Context: an optimization exercise on an open-source flow, tuned for small area. The choices shown serve that exercise and are no tape-out recipe. Only simulation tests tie the RTL to the original design; equivalence was not proved. Power is estimated from default activity; no workload was simulated.

== raven ==
==> flow/design.v <==
module rf_aoi222 (input a0, b0, a1, b1, a2, b2, output y);
	assign y = ~((a0 & b0) | (a1 & b1) | (a2 & b2));
endmodule
module rf_nand2 (input a0, b0, output y);
	assign y = ~(a0 & b0);
endmodule
module rf_or11n (input [3:0] a, input [3:0] b, input [2:0] c, output y);
	assign y = ~(&a) | ~(&b) | ~(&c);
endmodule
module rf_rdbit (input [31:1] sel, input [31:1] d, output y);
	logic [10:0] t;
	genvar k;
	generate
		for (k = 0; k < 10; k++) begin : g
			rf_aoi222 u (.a0(sel[3*k+1]), .b0(d[3*k+1]), .a1(sel[3*k+2]), .b1(d[3*k+2]),
			             .a2(sel[3*k+3]), .b2(d[3*k+3]), .y(t[k]));
		end
	endgenerate
	rf_nand2 u31 (.a0(sel[31]), .b0(d[31]), .y(t[10]));
	rf_or11n uo (.a(t[3:0]), .b(t[7:4]), .c(t[10:8]), .y(y));
endmodule
module rf_hold (input q, d, we, nwe, output y);
	assign y = (q & nwe) | (d & we);
endmodule
module RFTOP
(
input clk,
input reset,
input Reg_Write_i,
input [4:0] Read_Register_1_i,
input [4:0] Read_Register_2_i,
input [4:0] Write_Register_i,
input [31:0] Write_Data_i,
output [31:0] Read_Data_1_o,
output [31:0] Read_Data_2_o
);
logic [31:0] regs [31:1];
logic [31:0] nxt [31:1];
logic [31:1] valid;
logic [31:1] we, nwe;
logic [31:1] sel1, sel2;
always_comb
	for (int i = 1; i < 32; i++) begin
		we[i]   = Reg_Write_i && (Write_Register_i == 5'(i));
		nwe[i]  = !we[i];
		sel1[i] = valid[i] && (Read_Register_1_i == 5'(i));
		sel2[i] = valid[i] && (Read_Register_2_i == 5'(i));
	end
always_ff @(posedge clk, negedge reset)
	if (!reset) valid <= '0;
	else        valid <= valid | we;
genvar i, b;
generate
	for (i = 1; i < 32; i++) begin : r
		for (b = 0; b < 32; b++) begin : h
			rf_hold u (.q(regs[i][b]), .d(Write_Data_i[b]), .we(we[i]), .nwe(nwe[i]), .y(nxt[i][b]));
		end
	end
endgenerate
always_ff @(posedge clk)
	for (int j = 1; j < 32; j++)
		regs[j] <= nxt[j];
generate
	for (b = 0; b < 32; b++) begin : rb
		logic [31:1] d;
		for (i = 1; i < 32; i++) begin : c
			assign d[i] = regs[i][b];
		end
		rf_rdbit u1 (.sel(sel1), .d(d), .y(Read_Data_1_o[b]));
		rf_rdbit u2 (.sel(sel2), .d(d), .y(Read_Data_2_o[b]));
	end
endgenerate
endmodule
Settings: LEC_CHECK=0, CAP_MARGIN=0, CORE_MARGIN=2, CORE_UTILIZATION=50, CTS_BUF_LIST=sky130_fd_sc_hd__clkbuf_16, CTS_CLUSTER_DIAMETER=80, CTS_CLUSTER_SIZE=25, GPL_TIMING_DRIVEN=0, PLACE_DENSITY=0.65, SLEW_MARGIN=0, SYNTH_HIERARCHICAL=1; clock period 6.0 ns.
standard.sh (not shown) runs the stock make flow with config.mk's settings and CLKGATE_MAP_FILE= SYNTH_SCRIPT=/design/flow/synth_recipe.tcl, a recipe that flattens the netlist after the stock synthesis.
==> flow/flow/run.sh <==
#!/bin/bash
# Layout flow: the standard synthesis unchanged, then the standard ORFS
# layout with small port buffers, without the largest buffer cells, and
# with the drivers of high-fanout nets upsized before repair_design, so
# repair meets slew limits mostly by sizing instead of inserting buffers.
set -o pipefail
here=$(pwd)
dont_use="$(tr -s ' \n' ' ' < flow/dont_use.txt)"
bash standard.sh synth > "$here/synth.log" 2>&1 || exit 1
HF_SIZE=2 HF_MIN_FANOUT=20 bash standard.sh \
  "BUFFER_PORTS_ARGS=-buffer_cell sky130_fd_sc_hd__buf_1" \
  "DONT_USE_CELLS=$dont_use" \
  "PRE_RESIZE_TCL=$here/flow/upsize_hf.tcl" \
  finish > "$here/layout.log" 2>&1 || exit 1
==> flow/flow/upsize_hf.tcl <==
# Upsize the drivers of high-fanout nets before repair_design, so that
# repair meets slew limits by sizing instead of inserting buffers.
set hf_size [expr {[info exists ::env(HF_SIZE)] ? $::env(HF_SIZE) : 4}]
set hf_min  [expr {[info exists ::env(HF_MIN_FANOUT)] ? $::env(HF_MIN_FANOUT) : 20}]
set block [ord::get_db_block]
set db [ord::get_db]
set n_up 0
foreach net [$block getNets] {
  if {[$net getSigType] ne "SIGNAL"} { continue }
  set iterms [$net getITerms]
  if {[llength $iterms] <= $hf_min} { continue }
  foreach it $iterms {
    if {[$it isOutputSignal]} {
      set inst [$it getInst]
      set m [[$inst getMaster] getName]
      if {[regexp {^(.*)_([0-9]+)$} $m -> base sz] && $sz < $hf_size} {
        set new [$db findMaster "${base}_${hf_size}"]
        if {$new ne "NULL"} { $inst swapMaster $new; incr n_up }
      }
    }
  }
}
puts "upsize_hf: upsized $n_up drivers to _$hf_size"
Other scripts of this flow, unchanged in this note and not shown: flow/flow/dont_use.txt
raven closes out successfully: all stages finished, all timing, DRC and antenna checks passed.
--- input diff raven..harbor ---
Settings: PLACE_DENSITY: 0.65 -> 0.68; CORE_UTILIZATION: 50 -> 55.
==> comparison <==
- | number of antenna violations at the first check in global routing | lower: raven |
- Per the comparison of harbor with raven, number of antenna cells inserted increased by 4 relative to the old numbers, post-layout worst setup margin decreased by 0.031 ns relative to the old numbers, final critical delay including setup and external delays increased by 0.031 ns relative to the old numbers.
Here is what was changed in the inputs of tundra compared with harbor.
Settings: CTS_CLUSTER_SIZE now 28, was 25; PLACE_DENSITY now 0.65, was 0.68; CORE_UTILIZATION now 50, was 55.
Findings:
tundra vs. harbor: width of the die went up by about 5%.
Number of filler cells placed in the layout of tundra exceeds that of harbor by more than 10%.
In the reports for tundra and harbor, the larger post-layout minimum cycle time belongs to harbor.
[tundra vs harbor] area of the die: higher in tundra
Clock latency on the worst-skew pair for tundra: 0.02 ns up relative to harbor
Modified inputs, sierra compared to tundra
Settings: a change of CORE_UTILIZATION from 50 to 60; a change of CTS_CLUSTER_SIZE from 28 to 25; a change of PLACE_DENSITY from 0.65 to 0.72.
Findings:
In terms of non-clock buffer share of cell area, tundra and sierra differ only marginally.
Cmp tundra and sierra / relative area change from synthesis to final layout / lower: sierra
Antenna diode instance count for sierra is higher than for tundra.
Synthesized area: sierra vs tundra identical
To summarise sierra: no stage aborted, but the layout did not pass its checks, failing on negative setup slack.
tundra → sierra: setup slack at placement now sits higher, global placement routability congestion now sits higher, count of plain and timing-repair buffers in the layout now sits higher.
In sierra, the top achievable clock speed came out 4.5% below the value in tundra.
Setup changes, sierra to nickel
Settings: CORE_UTILIZATION now 50, was 60; PLACE_DENSITY now 0.65, was 0.72.
==> flow/flow/run.sh <==
#!/bin/bash
# Layout flow: the standard synthesis unchanged, then the standard ORFS
# layout with small port buffers and without the largest buffer cells, so
# repair sizes high-fanout nets with moderate drivers.
set -o pipefail
here=$(pwd)
dont_use="$(tr -s ' \n' ' ' < flow/dont_use.txt)"
bash standard.sh synth > "$here/synth.log" 2>&1 || exit 1
bash standard.sh \
  "BUFFER_PORTS_ARGS=-buffer_cell sky130_fd_sc_hd__buf_1" \
  "DONT_USE_CELLS=$dont_use" \
  finish > "$here/layout.log" 2>&1 || exit 1
removed: flow/flow/upsize_hf.tcl
Results
The final report for sierra shows a completed flow and a layout that fails verification, specifically negative setup slack.
nickel finished every stage and its layout cleared the timing, design-rule and antenna checks.
Count of final hold-check violations came out exactly the same in nickel and sierra.
Data arrival at the endpoint of the critical path was higher in sierra than in nickel.
nickel ended with more placeable core area than sierra.
The filler-free cell count of the finished design of nickel is higher than that of sierra.
Compared with sierra, in nickel routed wire length climbed about 4.5%, clock power grew by about 7%.
In nickel, the fraction of final layout cells with drive strength greater than 1 came out 2.2 points above the value in sierra.
Looking at clock-pin slew on the worst setup and hold paths, nickel sits 0.02 ns lower than sierra does.

separate check: timing with driven ports:
The flow's constraints put no driver on any port. The routed layouts listed below were extracted and timed again, unchanged, in two steps. Step 1: set_driving_cell puts a clkbuf_16 on clk and a buf_2 on each other input, an assumption about the parent block. Step 2, shift: input delay + t, output delay - t, t = (earliest + latest rising clock arrival at the registers) / 2. This alone moves slack from input paths to output paths. Three values: ideal ports, drivers, drivers and shift; two values: the first two.
run	shift t [ns]	slack for setup (ns)	worst setup path after step 2	worst register clock-pin slew, ns	cell pins on the clock port's net
raven	0.722	0.184 / 0.162 / 0.162	input to output	0.10 / 0.10	1
harbor	0.736	0.153 / 0.131 / 0.131	input to output	0.11 / 0.11	1
tundra	0.721	0.235 / 0.213 / 0.213	input to output	0.11 / 0.11	1
sierra	0.710	-0.039 / -0.068 / -0.068	input to output	0.10 / 0.10	1
nickel	0.730	0.233 / 0.202 / 0.202	input to output	0.11 / 0.11	1
For nickel, which loses most, drivers alone change the setup slack by -0.031 ns; drivers and shift together by -0.031 ns.
